From an optimization exercise on the open Yosys and OpenROAD flow, aimed at a short achievable clock period and few clock cycles; shortcuts taken in it are not production practice.
The RTL was checked by simulation tests, not by an equivalence proof against the original design.
No driver is modelled on the clock port, so clocking that relies on it looks cheaper here than on a real chip.
Power and IR drop assume default switching activity.

--- config.mk ---
export PLATFORM = sky130hd
export DESIGN_NAME = RV32core
export DESIGN_NICKNAME = RV32core
export VERILOG_FILES = /design/flow/design.v
export SDC_FILE = /design/flow/constraint.sdc
export NUM_CORES = 4
export LEC_CHECK = 0
export CAP_MARGIN = 20
export CORE_MARGIN = 2
export CORE_UTILIZATION = 50
export PLACE_DENSITY = 0.7
export SETUP_SLACK_MARGIN = 5
export SLEW_MARGIN = 20
export SYNTH_HIERARCHICAL = 1
--- constraint.sdc ---
create_clock -name core_clock -period 10.0 [get_ports {clk}]
set_input_delay 2.0000 -clock core_clock [delete_from_list [all_inputs] [get_ports {clk}]]
set_output_delay 2.0000 -clock core_clock [all_outputs]
set_load 0.01 [all_outputs]
--- design.v ---
`timescale 1ns / 1ps
module add_32(
    input  [31:0] a,
    input  [31:0] b,
    input         cin,
    output [31:0] s
);
    genvar i, k;
    wire [31:0] p0, g0;
    generate
        for (i = 0; i < 32; i = i + 1) begin : l0
            g_xor2 p(.a(a[i]), .b(b[i]), .y(p0[i]));
            if (i == 0) begin : c
                g_maj3 g(.a(a[i]), .b(b[i]), .c(cin), .y(g0[i]));
            end else begin : n
                g_and2 g(.a(a[i]), .b(b[i]), .y(g0[i]));
            end
        end
    endgenerate
    wire [31:0] gg [0:5];
    wire [31:0] pp [0:5];
    assign gg[0] = g0;
    assign pp[0] = p0;
    generate
        for (k = 1; k <= 5; k = k + 1) begin : lv
            for (i = 0; i < 32; i = i + 1) begin : b
                if (i >= (1 << (k - 1))) begin : m
                    if (k % 2 == 1) begin : o
                        g_a21oi g(.a1(pp[k-1][i]), .a2(gg[k-1][i - (1 << (k-1))]), .b1(gg[k-1][i]), .y(gg[k][i]));
                        g_nand2 p(.a(pp[k-1][i]), .b(pp[k-1][i - (1 << (k-1))]), .y(pp[k][i]));
                    end else begin : e
                        g_o21ai g(.a1(pp[k-1][i]), .a2(gg[k-1][i - (1 << (k-1))]), .b1(gg[k-1][i]), .y(gg[k][i]));
                        g_nor2  p(.a(pp[k-1][i]), .b(pp[k-1][i - (1 << (k-1))]), .y(pp[k][i]));
                    end
                end else begin : t
                    g_inv g(.a(gg[k-1][i]), .y(gg[k][i]));
                    assign pp[k][i] = 1'b0;    
                end
            end
        end
    endgenerate
    generate
        for (i = 0; i < 32; i = i + 1) begin : sm
            if (i == 0) begin : z
                g_xor2  x(.a(p0[0]), .b(cin), .y(s[0]));
            end else begin : n
                g_xnor2 x(.a(p0[i]), .b(gg[5][i-1]), .y(s[i]));
            end
        end
    endgenerate
endmodule
`timescale 1ns / 1ps
module g_inv  (input a, output y);                     assign y = ~a;                    endmodule
module g_nand2(input a, input b, output y);            assign y = ~(a & b);              endmodule
module g_nand3(input a, input b, input c, output y);   assign y = ~(a & b & c);          endmodule
module g_nand4(input a, input b, input c, input d, output y); assign y = ~(a & b & c & d); endmodule
module g_nor2 (input a, input b, output y);            assign y = ~(a | b);              endmodule
module g_xnor2(input a, input b, output y);            assign y = ~(a ^ b);              endmodule
module g_a22oi(input a1, input a2, input b1, input b2, output y); assign y = ~(a1 & a2 | b1 & b2); endmodule
module g_a21oi(input a1, input a2, input b1, output y); assign y = ~(a1 & a2 | b1);      endmodule
module g_o21ai(input a1, input a2, input b1, output y); assign y = ~((a1 | a2) & b1);    endmodule
module g_xor2 (input a, input b, output y);            assign y = a ^ b;                 endmodule
module g_and2 (input a, input b, output y);            assign y = a & b;                 endmodule
module g_maj3 (input a, input b, input c, output y);   assign y = a & b | a & c | b & c; endmodule
`timescale 1ns / 1ps
module cmp_32(
    input  [31:0] a,
    input  [31:0] b,
    input  [2:0]  f3,
    output        c
);
    genvar i;
    wire [31:0] nb, l0, e0;
    generate
        for (i = 0; i < 32; i = i + 1) begin : l0g
            g_inv   ib(.a(b[i]), .y(nb[i]));
            g_xnor2 ex(.a(a[i]), .b(b[i]), .y(e0[i]));
            if (i < 31) begin : u
                g_nor2 lt(.a(a[i]), .b(nb[i]), .y(l0[i]));
            end
        end
    endgenerate
    assign l0[31] = f3[1] ? (~a[31] & b[31]) : (a[31] & ~b[31]);
    wire [15:0] l1n, e1n;
    generate
        for (i = 0; i < 16; i = i + 1) begin : t1
            g_a21oi l(.a1(e0[2*i+1]), .a2(l0[2*i]), .b1(l0[2*i+1]), .y(l1n[i]));
            g_nand2 e(.a(e0[2*i+1]), .b(e0[2*i]), .y(e1n[i]));
        end
    endgenerate
    wire [7:0] l2, e2;
    generate
        for (i = 0; i < 8; i = i + 1) begin : t2
            g_o21ai l(.a1(e1n[2*i+1]), .a2(l1n[2*i]), .b1(l1n[2*i+1]), .y(l2[i]));
            g_nor2  e(.a(e1n[2*i+1]), .b(e1n[2*i]), .y(e2[i]));
        end
    endgenerate
    wire [3:0] l3n, e3n;
    generate
        for (i = 0; i < 4; i = i + 1) begin : t3
            g_a21oi l(.a1(e2[2*i+1]), .a2(l2[2*i]), .b1(l2[2*i+1]), .y(l3n[i]));
            g_nand2 e(.a(e2[2*i+1]), .b(e2[2*i]), .y(e3n[i]));
        end
    endgenerate
    wire [1:0] l4, e4;
    generate
        for (i = 0; i < 2; i = i + 1) begin : t4
            g_o21ai l(.a1(e3n[2*i+1]), .a2(l3n[2*i]), .b1(l3n[2*i+1]), .y(l4[i]));
            g_nor2  e(.a(e3n[2*i+1]), .b(e3n[2*i]), .y(e4[i]));
        end
    endgenerate
    wire l5n, e5n;
    g_a21oi l5(.a1(e4[1]), .a2(l4[0]), .b1(l4[1]), .y(l5n));
    g_nand2 e5(.a(e4[1]), .b(e4[0]), .y(e5n));
    assign c = (f3[2] ? l5n : e5n) ^ ~f3[0];
endmodule
`timescale 1ns / 1ps
module Regs(
    input  [991:0] q,       
    input  [4:0]   addr,
    output [31:0]  data
);
    genvar i, b;
    wire [31:0] lines [0:7];
    generate
        for (i = 0; i < 8; i = i + 1) begin : dc
            RegDecode dec(.addr(addr), .line(lines[i]));
        end
        for (b = 0; b < 32; b = b + 1) begin : bt
            wire [31:0] line = lines[b / 4];
            wire [15:0] t;      
            wire [3:0]  w;      
            wire [1:0]  v;      
            g_nand2 t0(.a(line[1]), .b(q[b]), .y(t[0]));
            for (i = 1; i < 16; i = i + 1) begin : p
                g_a22oi n(.a1(line[2*i]), .a2(q[32*(2*i-1) + b]),
                          .b1(line[2*i+1]), .b2(q[32*(2*i) + b]), .y(t[i]));
            end
            for (i = 0; i < 4; i = i + 1) begin : e
                g_nand4 n(.a(t[4*i]), .b(t[4*i+1]), .c(t[4*i+2]), .d(t[4*i+3]), .y(w[i]));
            end
            g_nor2  v0(.a(w[0]), .b(w[1]), .y(v[0]));
            g_nor2  v1(.a(w[2]), .b(w[3]), .y(v[1]));
            g_nand2 o (.a(v[0]), .b(v[1]), .y(data[b]));
        end
    endgenerate
endmodule
module RegDecode(
    input  [4:0]  addr,
    output [31:0] line      
);
    genvar i;
    wire [4:0] na;
    wire [3:0] lo_n;        
    wire [7:0] hi_n;        
    generate
        for (i = 0; i < 5; i = i + 1) begin : inv
            g_inv u(.a(addr[i]), .y(na[i]));
        end
        for (i = 0; i < 4; i = i + 1) begin : lo
            g_nand2 u(.a((i % 2) ? addr[0] : na[0]), .b((i / 2) ? addr[1] : na[1]), .y(lo_n[i]));
        end
        for (i = 0; i < 8; i = i + 1) begin : hi
            g_nand3 u(.a((i % 2) ? addr[2] : na[2]), .b(((i / 2) % 2) ? addr[3] : na[3]),
                      .c((i / 4) ? addr[4] : na[4]), .y(hi_n[i]));
        end
        for (i = 0; i < 32; i = i + 1) begin : ln
            g_nor2 u(.a(lo_n[i % 4]), .b(hi_n[i / 4]), .y(line[i]));
        end
    endgenerate
endmodule
`timescale 1ns / 1ps
module  RV32core(
        input clk,   
        input rst,   
        output[31:0] imem_addr,
        input [31:0] imem_rdata,
        output[31:0] dmem_addr,
        output[31:0] dmem_wdata,
        output[3:0]  dmem_wstrb,
        output       dmem_we,
        input [31:0] dmem_rdata,
        input [4:0]  debug_addr,
        output[31:0] debug_data
	);
    reg [31:0] seq_pc, tgt_pc;
    reg        sel_tgt;
    wire [31:0] pc = sel_tgt ? tgt_pc : seq_pc;
    reg [31:0] rf [1:31];
    reg        e_wen;         
    reg [4:0]  e_rd;
    reg [31:0] e_a, e_b;      
    reg        e_cin;
    reg [31:0] e_sa, e_sb;    
    reg        e_add, e_slt, e_sltu, e_xor, e_or, e_and, e_sll, e_srl, e_sra, e_link;
    reg        e_load, e_store;
    reg [2:0]  e_mf3;         
    reg [31:0] e_sd;          
    reg [31:0] e_pc4;         
    wire [991:0] rfq;
    genvar gi;
    generate
        for (gi = 1; gi < 32; gi = gi + 1) begin : rfv
            assign rfq[32*gi-1 -: 32] = rf[gi];
        end
    endgenerate
    wire [31:0] sum;
    add_32 e_adder(.a(e_a), .b(e_b), .cin(e_cin), .s(sum));
    wire lt  = (e_a[31] ^ ~e_b[31]) ? e_a[31]  : sum[31];
    wire ltu = (e_a[31] ^ ~e_b[31]) ? ~e_b[31] : sum[31];
    wire [63:0] sra_x = {{32{e_sa[31]}}, e_sa} >> e_sb[4:0];
    wire [31:0] sra = sra_x[31:0];
    wire [31:0] srl = e_sa >> e_sb[4:0];
    wire [31:0] sll = e_sa << e_sb[4:0];
    wire [1:0]  bo = sum[1:0];
    wire [7:0]  ld_b = bo[1] ? (bo[0] ? dmem_rdata[31:24] : dmem_rdata[23:16])
                             : (bo[0] ? dmem_rdata[15:8]  : dmem_rdata[7:0]);
    wire [15:0] ld_h = bo[1] ? dmem_rdata[31:16] : dmem_rdata[15:0];
    wire [31:0] ld   = e_mf3[1] ? dmem_rdata :
                       e_mf3[0] ? {e_mf3[2] ? 16'd0 : {16{ld_h[15]}}, ld_h} :
                                  {e_mf3[2] ? 24'd0 : {24{ld_b[7]}}, ld_b};
    wire [31:0] e_res = {32{e_add}}  & sum |
                        {32{e_slt}}  & {31'd0, lt} |
                        {32{e_sltu}} & {31'd0, ltu} |
                        {32{e_xor}}  & (e_sa ^ e_sb) |
                        {32{e_or}}   & (e_sa | e_sb) |
                        {32{e_and}}  & (e_sa & e_sb) |
                        {32{e_sll}}  & sll |
                        {32{e_srl}}  & srl |
                        {32{e_sra}}  & sra |
                        {32{e_link}} & e_pc4 |
                        {32{e_load}} & ld;
    assign dmem_addr  = sum;
    assign dmem_we    = e_store;
    assign dmem_wdata = e_mf3[1] ? e_sd : e_mf3[0] ? {2{e_sd[15:0]}} : {4{e_sd[7:0]}};
    assign dmem_wstrb = e_mf3[1] ? 4'b1111 : e_mf3[0] ? (bo[1] ? 4'b1100 : 4'b0011) :
                        (4'b0001 << bo);
    wire [31:0] inst = imem_rdata;
    assign imem_addr = pc;
    wire [4:0] op  = inst[6:2];
    wire [2:0] f3  = inst[14:12];
    wire [4:0] rs1 = inst[19:15];
    wire [4:0] rs2 = inst[24:20];
    wire [4:0] rd  = inst[11:7];
    wire is_lui   = op == 5'b01101;
    wire is_auipc = op == 5'b00101;
    wire is_jal   = op == 5'b11011;
    wire is_jalr  = op == 5'b11001;
    wire is_br    = op == 5'b11000;
    wire is_load  = op == 5'b00000;
    wire is_store = op == 5'b01000;
    wire is_opimm = op == 5'b00100;
    wire is_op    = op == 5'b01100;
    wire is_alu   = is_op | is_opimm;
    wire [31:0] imm_i = {{20{inst[31]}}, inst[31:20]};
    wire [31:0] imm_s = {{20{inst[31]}}, inst[31:25], inst[11:7]};
    wire [31:0] imm_b = {{20{inst[31]}}, inst[7], inst[30:25], inst[11:8], 1'b0};
    wire [31:0] imm_u = {inst[31:12], 12'd0};
    wire [31:0] imm_j = {{12{inst[31]}}, inst[19:12], inst[20], inst[30:21], 1'b0};
    wire [31:0] rf1, rf2;
    Regs read1(.q(rfq), .addr(rs1), .data(rf1));
    Regs read2(.q(rfq), .addr(rs2), .data(rf2));
    wire [31:0] rs1v = (e_wen && e_rd == rs1) ? e_res : rf1;
    wire [31:0] rs2v = (e_wen && e_rd == rs2) ? e_res : rf2;
    wire byp1 = e_wen && e_rd == rs1;
    wire byp2 = e_wen && e_rd == rs2;
    wire c_rr, c_er, c_re;
    cmp_32 cmp_rr(.a(rf1),   .b(rf2),   .f3(f3), .c(c_rr));
    cmp_32 cmp_er(.a(e_res), .b(rf2),   .f3(f3), .c(c_er));
    cmp_32 cmp_re(.a(rf1),   .b(e_res), .f3(f3), .c(c_re));
    wire c_ee = ~f3[2] ^ f3[0];    
    wire taken = byp1 ? (byp2 ? c_ee : c_er) : (byp2 ? c_re : c_rr);
    wire [31:0] pc4, pc_tgt;
    add_32 pc_inc(.a(pc), .b(32'd4), .cin(1'b0), .s(pc4));
    add_32 pc_add(.a(pc), .b(is_jal ? imm_j : imm_b), .cin(1'b0), .s(pc_tgt));
    wire [31:0] jr_tgt;
    add_32 jr_add(.a(rs1v), .b(imm_i), .cin(1'b0), .s(jr_tgt));
    wire [31:0] opb  = is_op ? rs2v : imm_i;
    wire        sub  = is_op & inst[30] & f3 == 3'd0;
    wire        cmpf = is_alu & (f3 == 3'd2 || f3 == 3'd3);
    wire        inv  = sub | cmpf;
    wire        fadd = is_alu & f3 == 3'd0;
    always @(posedge clk) begin
        if (rst) begin
            seq_pc  <= 32'd0;
            sel_tgt <= 1'b0;
            e_wen   <= 1'b0;
            e_store <= 1'b0;
        end else begin
            seq_pc  <= pc4;
            sel_tgt <= is_jalr | is_jal | is_br & taken;
            e_wen   <= ~(is_br | is_store) & rd != 5'd0;
            e_store <= is_store;
        end
        tgt_pc <= is_jalr ? {jr_tgt[31:1], 1'b0} : pc_tgt;
        e_rd   <= rd;
        e_a    <= is_auipc ? pc : is_lui ? 32'd0 : rs1v;
        e_b    <= is_alu ? (inv ? ~opb : opb) :
                  is_store ? imm_s : (is_lui | is_auipc) ? imm_u : imm_i;
        e_cin  <= is_alu & inv;
        e_sa   <= rs1v;
        e_sb   <= opb;
        e_add  <= fadd | is_lui | is_auipc;
        e_slt  <= is_alu & f3 == 3'd2;
        e_sltu <= is_alu & f3 == 3'd3;
        e_xor  <= is_alu & f3 == 3'd4;
        e_or   <= is_alu & f3 == 3'd6;
        e_and  <= is_alu & f3 == 3'd7;
        e_sll  <= is_alu & f3 == 3'd1;
        e_srl  <= is_alu & f3 == 3'd5 & ~inst[30];
        e_sra  <= is_alu & f3 == 3'd5 & inst[30];
        e_link <= is_jal | is_jalr;
        e_load <= is_load;
        e_mf3  <= f3;
        e_sd   <= rs2v;
        e_pc4  <= pc4;
    end
    integer i;
    always @(posedge clk) begin
        if (rst) begin
            for (i = 1; i < 32; i = i + 1) rf[i] <= 32'd0;
        end else if (e_wen) begin
            rf[e_rd] <= e_res;
        end
    end
    Regs dbg(.q(rfq), .addr(debug_addr), .data(debug_data));
endmodule
--- flow/run.sh ---
#!/bin/bash
# Own layout flow: the standard flow with a gate-sizing and buffer-removal step after CTS.
# Each tool's output goes to a log file in the folder this runs in.
set -euo pipefail
export FLOW_FLOW_DIR="$PWD/flow"
export POST_CTS_TCL="$FLOW_FLOW_DIR/post_cts.tcl"
bash standard.sh > standard.log 2>&1
--- flow/gsize.tcl ---
# Greedy gate sizing on the worst paths. For each cell on a path, try every drive
# strength (and the plain buffer/inverter families for buffers and inverters) and keep
# the one that gives the path's endpoint the most slack without lowering the worst slack.
proc ws {} { return [sta::worst_slack_cmd max] }
proc cands {ref} {
  if {[regexp {^sky130_fd_sc_hd__(buf|clkbuf|dlygate|dlymetal|clkdly|bufbuf)} $ref]} {
    set b "sky130_fd_sc_hd__buf"
  } elseif {[regexp {^sky130_fd_sc_hd__(inv|clkinv|clkinvlp)_} $ref]} {
    set b "sky130_fd_sc_hd__inv"
  } else {
    regsub {_[0-9]+$} $ref {} b
  }
  set out {}
  foreach lc [get_lib_cells */${b}_*] {
    set n [get_name $lc]
    if {[regexp "^${b}_\[0-9\]+\$" $n]} { lappend out $n }
  }
  return $out
}
proc reest {inst} {
  foreach pin [get_pins -of_objects $inst] {
    set net [get_nets -quiet -of_objects $pin]
    if {$net ne ""} { est::estimate_parasitic_net $net }
  }
}
proc esc {name} { return [string map {\[ \\[ \] \\] * \\* ? \\?} $name] }
proc ep_obj {name} {
  set p [get_ports -quiet $name]
  if {[llength $p] == 1} { return $p }
  return [get_pins [esc $name]]
}
proc gsize {rounds npaths} {
  set libname [get_name [lindex [get_libs *] 0]]
  set flat 0; set wprev [ws]
  for {set r 0} {$r < $rounds} {incr r} {
    set changed 0
    set work {}
    foreach pe [find_timing_paths -path_delay max -group_path_count $npaths -unique_paths_to_endpoint] {
      set insts {}
      foreach pt [get_property $pe points] {
        set pin [get_property $pt pin]
        if {[catch {set inst [get_cells -of_objects $pin]}]} continue
        if {[llength $inst] != 1} continue
        if {[catch {set ref [get_property $inst ref_name]}]} continue
        if {![string match sky130_fd_sc_hd__* $ref]} continue
        set name [get_full_name $inst]
        if {[lsearch -exact $insts $name] < 0} { lappend insts $name }
      }
      lappend work [list [get_full_name [get_property $pe endpoint]] $insts]
    }
    foreach w $work {
      set ep [lindex $w 0]
      foreach name [lindex $w 1] {
        set inst [get_cells [esc $name]]
        if {[llength $inst] != 1} continue
        set ref [get_property $inst ref_name]
        set w0 [ws]
        set best $ref; set bs [get_property [ep_obj $ep] slack_max]
        foreach c [cands $ref] {
          if {$c eq $ref} continue
          replace_cell $inst $libname/$c
          reest $inst
          set s [get_property [ep_obj $ep] slack_max]
          if {$s > $bs + 1e-13 && [ws] >= $w0 - 1e-13} { set best $c; set bs $s }
        }
        if {$best ne [get_property $inst ref_name]} { replace_cell $inst $libname/$best; reest $inst }
        if {$best ne $ref} { incr changed }
      }
    }
    puts "gsize round $r: ws [format %.4f [expr [ws]*1e9]] changed $changed"
    if {$changed == 0} break
    if {$r > 0 && [ws] < $wprev + 1e-12} { incr flat } else { set flat 0 }
    set wprev [ws]
    if {$flat >= 2} break
  }
}
# Try removing each buffer on the worst paths; put it back when the path's endpoint
# loses slack or the worst slack drops.
proc gunbuf {npaths} {
  set libname [get_name [lindex [get_libs *] 0]]
  set work {}
  foreach pe [find_timing_paths -path_delay max -group_path_count $npaths -unique_paths_to_endpoint] {
    set bufs {}
    foreach pt [get_property $pe points] {
      set pin [get_property $pt pin]
      if {[catch {set inst [get_cells -of_objects $pin]}]} continue
      if {[llength $inst] != 1} continue
      if {[catch {set ref [get_property $inst ref_name]}]} continue
      if {![regexp {^sky130_fd_sc_hd__buf_} $ref]} continue
      set name [get_full_name $inst]
      if {[string match input* $name] || [string match output* $name]} continue
      if {[lsearch -exact $bufs $name] < 0} { lappend bufs $name }
    }
    lappend work [list [get_full_name [get_property $pe endpoint]] $bufs]
  }
  set removed 0
  foreach w $work {
    set ep [lindex $w 0]
    foreach name [lindex $w 1] {
      set inst [get_cells -quiet [esc $name]]
      if {[llength $inst] != 1} continue
      set ref [get_property $inst ref_name]
      set inpin [get_pins [esc $name]/A]
      set outpin [get_pins [esc $name]/X]
      set innet [get_nets -of_objects $inpin]
      set outnet [get_nets -of_objects $outpin]
      set loads {}
      foreach p [get_pins -of_objects $outnet] {
        if {[get_full_name $p] ne [get_full_name $outpin]} { lappend loads [get_full_name $p] }
      }
      # keep the buffers next to the ports: every port keeps its own buffer
      if {[llength [get_ports -quiet -of_objects $outnet]] > 0} continue
      if {[llength [get_ports -quiet -of_objects $innet]] > 0} continue
      set odbi [[ord::get_db_block] findInst $name]
      set loc [$odbi getLocation]
      set w0 [ws]; set s0 [get_property [ep_obj $ep] slack_max]
      set innet_name [get_full_name $innet]
      if {[catch {remove_buffers $inst} err]} { puts "gunbuf: $name not removed: $err"; continue }
      set mnet [get_nets -of_objects [get_pins [esc [lindex $loads 0]]]]
      est::estimate_parasitic_net $mnet
      set s1 [get_property [ep_obj $ep] slack_max]; set w1 [ws]
      if {$s1 > $s0 + 1e-13 && $w1 >= $w0 - 1e-13} {
        incr removed
      } else {
        set lp {}
        foreach l $loads { lappend lp [get_pins [esc $l]] }
        insert_buffer -buffer_cell $libname/$ref -net $mnet -load_pins $lp -location [list [expr [lindex $loc 0]/1000.0] [expr [lindex $loc 1]/1000.0]]
        est::estimate_parasitic_net $mnet
        foreach l $lp { est::estimate_parasitic_net [get_nets -of_objects $l] }
        if {[ws] < $w0 - 1e-12} { puts "gunbuf: restore of $name left ws [ws] < $w0" }
      }
    }
  }
  puts "gunbuf: removed $removed, ws [format %.4f [expr [ws]*1e9]]"
}
--- flow/post_cts.tcl ---
# Hook run by ORFS at the end of CTS (POST_CTS_TCL): greedy gate sizing and
# buffer removal on the worst paths, then legalize the placement again.
source [file join [file dirname [info script]] gsize.tcl]
estimate_parasitics -placement
puts "post_cts: worst slack before sizing [sta::worst_slack_cmd max]"
gsize 12 40
for {set k 0} {$k < 4} {incr k} {
  gunbuf 40
  gsize 3 40
}
puts "post_cts: worst slack after sizing [sta::worst_slack_cmd max]"
detailed_placement
check_placement -verbose
estimate_parasitics -placement
puts "post_cts: worst slack after legalizing [sta::worst_slack_cmd max]"
repair_design -match_cell_footprint -verbose
estimate_parasitics -placement
puts "post_cts: worst slack after repair_design [sta::worst_slack_cmd max]"
gsize 4 40
detailed_placement
check_placement -verbose
estimate_parasitics -placement
puts "post_cts: worst slack at the end [sta::worst_slack_cmd max]"
--- standard.sh ---
#!/bin/bash
# synth_recipe.tcl (not shown) runs the flow's synth.tcl, then flattens the netlist and writes it again
# the make line also repeats each setting of config.mk as NAME=value (left out here)
make -C /OpenROAD-flow-scripts/flow DESIGN_CONFIG=/design/flow/config.mk WORK_HOME=/design/flow/orfs CLKGATE_MAP_FILE= SYNTH_SCRIPT=/design/flow/synth_recipe.tcl "${@:-finish}"
==> results.json <==
{
  "status": "finished clean",
  "drt_iter0_markers": 15100,
  "r2r_slack_ns": 4.68,
  "finalSetupTns_ns": 0,
  "dpl.hpwl_mm": 305,
  "portBuffers": 201,
  "grt_pass1_vias": 86100,
  "min_from": "seq_pc[31]",
  "core_um2": 179000,
  "wl_per_cell_um": 37.4,
  "p_leak_uw": 0.0418,
  "hold_class": "flip-flop to flip-flop",
  "layout-drive-gt1-share_pct": 43.4,
  "crit_arrival_ns": 3.72,
  "die_h_um": 429,
  "placed_cells": 11900,
  "io_pins": 204,
  "hold_end": "e_a[31]",
  "final_cells": 12500,
  "slew_violations": 0,
  "start_util_pct": 50.4,
  "cp-start-kind": "input pin",
  "clock_sinks": 1271,
  "fin_worst_skew_ns": 0.0450,
  "tightestPinTransition_ns": 1.27,
  "die_area_um2": 184000,
  "row_count": 155,
  "placed_area_um2": 95100,
  "synth_area_um2": 90100,
  "num_vias": 90400,
  "syn_inst": 9506,
  "grt_overflow_total": 0,
  "critical_path_class": "input pin to output port",
  "grt_pass1_wl_mm": 645,
  "routed_wl_mm": 469,
  "hold_violations": 0,
  "peakVddDrop_uv": 155,
  "gp_congestion": 1.10,
  "drv_cap": 0,
  "final.period_utilization_pct": 57.2,
  "syn_avg_cell_area_um2": 9.48,
  "reg2reg_from": "e_a[12]",
  "clk_latency_ns": 0.85,
  "r2r-end": "sel_tgt",
  "clkTransAtPathRegs_ns": 0.06,
  "worst-r2r-cell-count": 25,
  "antenna_found_initial": 31,
  "dieWidth_um": 429,
  "vias_per_cell": 7.22,
  "yosys_warnings": 9,
  "slew_headroom_pct": 14.5,
  "final_cell_mix": "nor2_1 (1,713), a22oi_2 (1,306), edfxtp_1 (992), nand2_1 (494), inv_1 (382)",
  "grtUsageTotal_pct": 48.9,
  "grt_start_max_net_pins": 73,
  "nFillCells": 13600,
  "final_common_cell": "nor2_1",
  "nets": 10200,
  "rsz0062_at_grt": "true",
  "powerDensity_nw_per_um2": 168,
  "stdcell_area_um2": 119000,
  "drcViolationCount": 0,
  "fmax_ghz": 0.175,
  "holdPathStages": 3,
  "critPathCaptureType": "output port",
  "min_period_ns": 5.72,
  "crit_fanout": 4,
  "antenna_left": 0,
  "cts_tree": "built",
  "worstPathRequired_ns": 8.00,
  "dr.pass1.iters": 10,
  "synthToLayoutAreaGrowth_pct": 31.5,
  "setup_violations": 0
}
state kept, by name, summed over array words and instances, names as in the netlist, 3 cells and up:
signal and count:
seq_pc 32, e_sb 32, e_rd 5, e_sd 32, e_b 32, e_pc4 32, e_mf3 3, rf 992
e_a 32, tgt_pc 32, e_sa 32
stage by stage:
step | utilization [%] | setup WS [ns] | total power (µW) | hold WS [ns]
detailed placement | 53.2 | 2.49 | 12200 | 0.864
global route | 66.3 | 4.27 | 20200 | 0.904
finish | 66.3 | 4.28 | 19900 | 0.900
global placement | 53.2 | 2.47 | 12100 | 0.859
floorplan | - | 4.79 | 9830 | 0.624
where the power goes:
part           internal, µW  total, µW  switching (µW)
combinational          2700       7570            4870
clock                  3180       5590            2410
sequential             6140       6700             557
total                 12000      19900            7830
critical path, stage by stage:
cell,delay (ns)
buf_12,0.13
buf_8,0.13
buf_12,0.13
buf_12,0.14
buf_8,0.12
nand3_4,0.14
nor2_4,0.11
a22oi_2,0.23
nand4_4,0.19
nor2_8,0.21
nand2_4,0.06
buf_6,0.12
layer usage:
layer,wire length [µm],global-route usage [%]
met1,165000,60.5
met2,191000,69.8
met3,65900,16.9
met4,46900,37.9
met5,334,0.546
how the worst max path moves through the flow:
stage	start	to	slack [ns]
3_5_place_dp	dmem_rdata[23]	tgt_pc[29]	2.49
5_1_grt	debug_addr[3]	debug_data[23]	4.27
2_1_floorplan	dmem_rdata[7]	sel_tgt	4.79
6_report	debug_addr[3]	debug_data[23]	4.28
3_3_place_gp	dmem_rdata[23]	tgt_pc[29]	2.47
cell type report, clock buffers not listed:
| type | instances | area [µm²] | area share [%] |
|---|---|---|---|
| diodes | 20 | 50.0 | 0.0422 |
| clock inverters | 84 | 986 | 0.832 |
| flip-flops and latches | 1271 | 35500 | 29.9 |
| repair buffers | 709 | 8600 | 7.26 |
| well taps | 2355 | 2950 | 2.49 |
| inverters | 467 | 2350 | 1.98 |
| multi-input cells | 7442 | 64300 | 54.2 |
Testbench counts, summed over its fixed seeds: cycles 1,712,525.

==> port drivers added, routing unchanged <==
No port has a modelled driver above. Below, the same layout with a new extraction and two added sets of constraints. Step 1, drivers: a clkbuf_16 drives clk and a buf_2 each remaining input, both assumed. Step 2 also shifts input and output timing later by t, the mid clock arrival at the registers, as if the neighbouring blocks saw the same clock. a / b / c = ideal / step 1 / step 2; a / b = the first two.
t (ns): 0.926
setup slack, ns: 4.276 / 3.999 / 3.723
worst setup path after step 2: input to register
worst register clock-pin slew, ns: 0.07 / 0.07
worst slew at a driven data input, ns: 0.37
After both steps setup and hold are still met in this run. For this run, drivers alone change the setup slack by -0.277 ns; drivers and shift together by -0.553 ns.
